Background: an optimization exercise with open tools, aiming at small area. Do not read the settings as production practice. Only simulation tests tie the RTL to the original design; equivalence was not proved. No driver is modelled on the clock port, so clocking that relies on it looks cheaper here than on a real chip. Power and IR drop assume default switching activity.

== job 101 ==
==> flow/design.v <==
module top(
    input  logic        clk,
    input  logic        SW,          
    input  logic [63:0] pattern,     
    output logic        _48b         
);
    logic reset;
    assign reset = ~SW;
    logic [63:0] ra, ry;             
    logic [5:0]  d;                  
    logic        tpar;               
    logic        pol;
    logic        fresh;
    logic        inpass;             
    logic [9:1]  L;                  
    logic        E;                  
    logic [7:0]  R0;                 
    assign pol = ~tpar;
    logic ld;
    assign ld = reset & fresh;
    logic a0, a1, a7, a8, a9, a15;
    assign a0  = ra[0]  ^ pol;
    assign a1  = ra[1]  ^ pol;
    assign a7  = ra[7]  ^ pol;
    assign a8  = ra[8]  ^ pol;
    assign a9  = ra[9]  ^ pol;
    assign a15 = ra[15] ^ pol;
    logic h_alive;                   
    logic t1, t7, t8, t9, t15;       
    assign h_alive = a0  & (ry[0]  | fresh);
    assign t1      = a1  & (ry[1]  | fresh);
    assign t7      = a7  & (ry[7]  | fresh);
    assign t8      = a8  & (ry[8]  | fresh);
    assign t9      = a9  & (ry[9]  | fresh);
    assign t15     = a15 & (ry[15] | fresh);
    logic c0, c7, r0, r7;
    assign c0 = (d[2:0] == 3'd0);
    assign c7 = (d[2:0] == 3'd7);
    assign r0 = (d[5:3] == 3'd0);
    assign r7 = (d[5:3] == 3'd7);
    logic cl1, cl2, cr1, cr2, cm;
    assign cl1 = c0 ? t7 : L[9];
    assign cl2 = r7 ? R0[0] : (c0 ? t15 : t7);
    assign cr1 = c7 ? E : t1;
    assign cr2 = r7 ? R0[6] : (c7 ? t1 : t9);
    assign cm  = r7 ? R0[7] : t8;
    logic u0, u1, b0, b1, s0, s1, z0, z1, one;
    assign {u1, u0} = L[1] + cl1 + cl2;
    assign {b1, b0} = L[7] + cr1 + cr2;
    assign {s1, s0} = L[8] + cm;
    assign {z1, z0} = u0 + b0 + s0;
    assign one = ((z1 ^ u1) & ~(b1 | s1)) | ((b1 ^ s1) & ~(z1 | u1));
    logic h_dead1, h_dead2, new_alive, new_a, new_y;
    assign h_dead1   = ~a0 & ry[0] & ~fresh;
    assign h_dead2   = a0 & ~ry[0] & ~fresh;
    assign new_alive = one & (z0 | h_alive);
    assign new_a     = new_alive | h_dead1;
    assign new_y     = new_alive | h_alive;
    always_ff @(posedge clk) begin
        for (int k = 0; k < 63; k++)
            ra[k] <= ~((ld | ra[k+1]) & (SW | pattern[k]));
        ra[63] <= ~((ld | (inpass ? new_a ^ pol : ra[0])) & (SW | pattern[63]));
        ry <= {inpass ? new_y : ry[0], ry[63:1]};
        L  <= {L[8:1], h_alive};
        if (c0) E <= L[8];
        R0 <= {R0[6:0], r0 ? h_alive : R0[7]};
    end
    logic [2:0] m;
    logic       sh, sd;
    logic [4:0] w;
    logic       idle;                
    logic [2:0] blk;
    logic       N, CB;
    logic mend, we, wlast, slot_end, half_end, frame_end, idle_end, enter_gap;
    assign mend      = m[2] & ~m[1];
    assign we        = mend & ~sh & ~sd;
    assign idle      = ~(blk[2] & blk[1]);
    assign wlast     = we & (w == 5'd31);
    assign slot_end  = wlast & ~idle;
    assign half_end  = wlast & (d[4:0] == 5'd0);
    assign frame_end = slot_end & half_end & blk[0];
    assign idle_end  = wlast & blk[2] & ~blk[1];
    assign enter_gap = (slot_end & ~frame_end) | idle_end;
    logic restart;
    assign restart = idle_end | reset;
    always_ff @(posedge clk) begin
        m <= reset ? 3'b011 : enter_gap ? 3'b110 : {m[1], m[0], ~(m[2] | m[1])};
        if (reset) begin
            sh <= 1'b0; sd <= 1'b0;
        end else if (mend) begin
            sh <= ~sh & ~sd & ~enter_gap;
            sd <= sh;
        end
        w <= (reset | enter_gap) ? 5'd7 : w + {4'd0, we};
        blk <= restart ? 3'd6 : blk + {2'd0, (wlast & idle) | half_end};
        d <= reset ? 6'd63 : d + {5'd0, ~enter_gap};
        tpar <= ~(reset | tpar);
    end
    always_ff @(posedge clk) begin
        if (reset) begin
            inpass <= 1'b0; fresh <= 1'b1;
        end else if (d == 6'd63) begin
            inpass <= (blk == 3'd0) & (w[4:2] == 3'b001);
            if (inpass) fresh <= 1'b0;
        end
    end
    logic n_in;
    always_comb begin
        case (w[4:3])
            2'd1: n_in = h_dead2;        
            2'd2: n_in = h_dead1;        
            2'd3: n_in = t1;             
            default: n_in = h_alive;     
        endcase
    end
    always_ff @(posedge clk) begin
        if (d == 6'd63) N <= n_in;
        if (we && w[2:0] == 3'd7) CB <= N;
    end
    assign _48b = ~idle & (sh | (sd & CB));
endmodule
Settings: LEC_CHECK=0, CAP_MARGIN=20, CORE_MARGIN=2, CORE_UTILIZATION=40, SLEW_MARGIN=20; clock period 10.0 ns.
standard.sh (not shown) runs the stock make flow with config.mk's settings and CLKGATE_MAP_FILE= SYNTH_SCRIPT=/design/flow/synth_recipe.tcl, a recipe that flattens the netlist after the stock synthesis.
==> flow/flow/run.sh <==
#!/bin/bash
# Standard layout, with the port buffers made of the smallest buffer cell,
# a clock tree of small buffers without dummy loads, and the clock buffers
# that drive slow edges upsized after clock tree synthesis.
set -euo pipefail
here=$(pwd)
export BUFFER_PORTS_ARGS="-buffer_cell sky130_fd_sc_hd__buf_1"
export CTS_ARGS="-sink_clustering_enable -repair_clock_nets -dont_use_dummy_load -buf_list sky130_fd_sc_hd__clkbuf_4"
export POST_CTS_TCL="$here/flow/post_cts.tcl"
bash standard.sh > standard.log 2>&1
==> flow/flow/post_cts.tcl <==
# After clock tree synthesis: trade the ample setup slack for smaller cells,
# then upsize the clock buffers whose flip-flop loads would see a slow edge.
estimate_parasitics -placement
repair_timing -recover_power 100 -setup_margin 1.0
set upsized 0
foreach inst [get_cells clkbuf*] {
  if { [get_property $inst ref_name] != "sky130_fd_sc_hd__clkbuf_4" } { continue }
  set net [get_nets -of_objects [get_pins [get_full_name $inst]/X]]
  set worst 0
  foreach p [get_pins -of_objects $net -filter "direction == input"] {
    foreach prop {slew_max_rise slew_max_fall} {
      set s [get_property $p $prop]
      if { $s > $worst } { set worst $s }
    }
  }
  if { $worst > 0.122 } {
    puts "post_cts: upsizing [get_full_name $inst] (worst load slew $worst ns)"
    replace_cell $inst sky130_fd_sc_hd__clkbuf_8
    incr upsized
  }
}
detailed_placement
check_placement -verbose
estimate_parasitics -placement
> inputs changed (job 101 -> job 102)
--- a/flow/design.v
+++ b/flow/design.v
@@ -62,39 +62,34 @@
         ra[63] <= ~((ld | (inpass ? new_a ^ pol : ra[0])) & (SW | pattern[63]));
         ry <= {inpass ? new_y : ry[0], ry[63:1]};
         L  <= {L[8:1], h_alive};
         if (c0) E <= L[8];
-        R0 <= {R0[6:0], r0 ? h_alive : R0[7]};
+        R0 <= {R0[6:0], (inpass & r0) ? h_alive : R0[7]};
     end
-    logic [2:0] m;
+    logic [3:0] ph;                  
     logic       sh, sd;
     logic [4:0] w;
-    logic       idle;                
+    logic       idle, fpar;          
     logic [2:0] blk;
     logic       N, CB;
-    logic mend, we, wlast, slot_end, half_end, frame_end, idle_end, enter_gap;
-    assign mend      = m[2] & ~m[1];
-    assign we        = mend & ~sh & ~sd;
-    assign idle      = ~(blk[2] & blk[1]);
+    logic we, wlast, slot_end, frame_end, idle_end, enter_gap;
+    assign we        = (ph == 4'd1);
+    assign sh        = (ph == 4'd2) | (ph == 4'd4) | (ph == 4'd9) | (ph == 4'd3) | (ph == 4'd6);
+    assign sd        = (ph == 4'd13) | (ph == 4'd10) | (ph == 4'd5) | (ph == 4'd11) | (ph == 4'd7);
+    assign idle      = ~&blk;
     assign wlast     = we & (w == 5'd31);
     assign slot_end  = wlast & ~idle;
-    assign half_end  = wlast & (d[4:0] == 5'd0);
-    assign frame_end = slot_end & half_end & blk[0];
-    assign idle_end  = wlast & blk[2] & ~blk[1];
+    assign frame_end = slot_end & (d[4:0] == 5'd1) & (d[5] == fpar);
+    assign idle_end  = wlast & idle & blk[2];
     assign enter_gap = (slot_end & ~frame_end) | idle_end;
     logic restart;
     assign restart = idle_end | reset;
     always_ff @(posedge clk) begin
-        m <= reset ? 3'b011 : enter_gap ? 3'b110 : {m[1], m[0], ~(m[2] | m[1])};
-        if (reset) begin
-            sh <= 1'b0; sd <= 1'b0;
-        end else if (mend) begin
-            sh <= ~sh & ~sd & ~enter_gap;
-            sd <= sh;
-        end
+        ph <= reset ? 4'd12 : enter_gap ? 4'd8 : {ph[2:0], ph[3] ^ ph[2]};
         w <= (reset | enter_gap) ? 5'd7 : w + {4'd0, we};
-        blk <= restart ? 3'd6 : blk + {2'd0, (wlast & idle) | half_end};
-        d <= reset ? 6'd63 : d + {5'd0, ~enter_gap};
+        blk <= restart ? 3'd7 : blk + {2'd0, wlast & (idle | frame_end)};
+        fpar <= ~reset & (fpar ^ frame_end);
+        d <= reset ? 6'd0 : d + {5'd0, ~slot_end};
         tpar <= ~(reset | tpar);
     end
     always_ff @(posedge clk) begin
         if (reset) begin
@@ -105,17 +100,18 @@
         end
     end
     logic n_in;
     always_comb begin
-        case (w[4:3])
+        if (idle) n_in = h_alive;
+        else case (w[4:3])
             2'd1: n_in = h_dead2;        
             2'd2: n_in = h_dead1;        
             2'd3: n_in = t1;             
             default: n_in = h_alive;     
         endcase
     end
     always_ff @(posedge clk) begin
-        if (d == 6'd63) N <= n_in;
+        if (d == 6'd0) N <= n_in;
         if (we && w[2:0] == 3'd7) CB <= N;
     end
     assign _48b = ~idle & (sh | (sd & CB));
 endmodule
==> comparison <==
Looking at the reports, job 102 completed the entire flow and the layout it produced met the timing, DRC and antenna checks.
Compared job 102 vs job 101, and first-iteration DRC count is up in job 102.
Leakage power of the design (higher): job 102
Job 102 ends up with a non-clock buffer count that is about 1.4% lower than in job 101.
The final reports for job 102 and job 101 show area of the core higher in the former.
Switching power share of the total in job 102 is 1.7 points lower than in job 101
Changes observed in job 102 relative to job 101: time the final worst path needs with I/O delays and setup rose 120 ps; proportion of power drawn by the clock network now larger; post-route non-filler standard cell count went up about 5.5%; post-synthesis xor/xnor area fraction stayed essentially flat; wire length of the first global-routing pass decreased by about 2.7% relative to the old numbers.
Job 102 vs. job 101: global router's overall resource usage went down by 0.88 points.
Looking at job 102 and job 101, the worst hold slack is a wash.
Overall power of the completed layout went down by a few percent going from job 101 to job 102.

## what the ideal ports hide
How much do the figures lean on ideal ports? The routed layouts below were timed once more, with nothing changed but the port constraints. Step 1 sets driving cells, clkbuf_16 on the clock port and buf_2 on the other inputs (assumed; they add their load-dependent delay and slew). Step 2 moves the port delays by t, midway between the first and last clock arrival at a register: inputs arrive t later, outputs are due t later. That takes back most of the time a late clock gives input paths. Three values: ideal, step 1, step 2; two values: the first two.
| run | shift t [ns] | setup WS [ns] | hold WS [ns] |
|---|---|---|---|
| job 101 | 0.439 | 6.295 / 6.309 / 5.870 | 0.314 / 0.314 / 0.314 |
| job 102 | 0.441 | 6.174 / 6.163 / 5.748 | 0.313 / 0.313 / 0.313 |
After both steps every run listed still meets setup and hold. For job 102, which loses most, drivers alone change the setup slack by -0.011 ns; drivers and shift together by -0.426 ns.
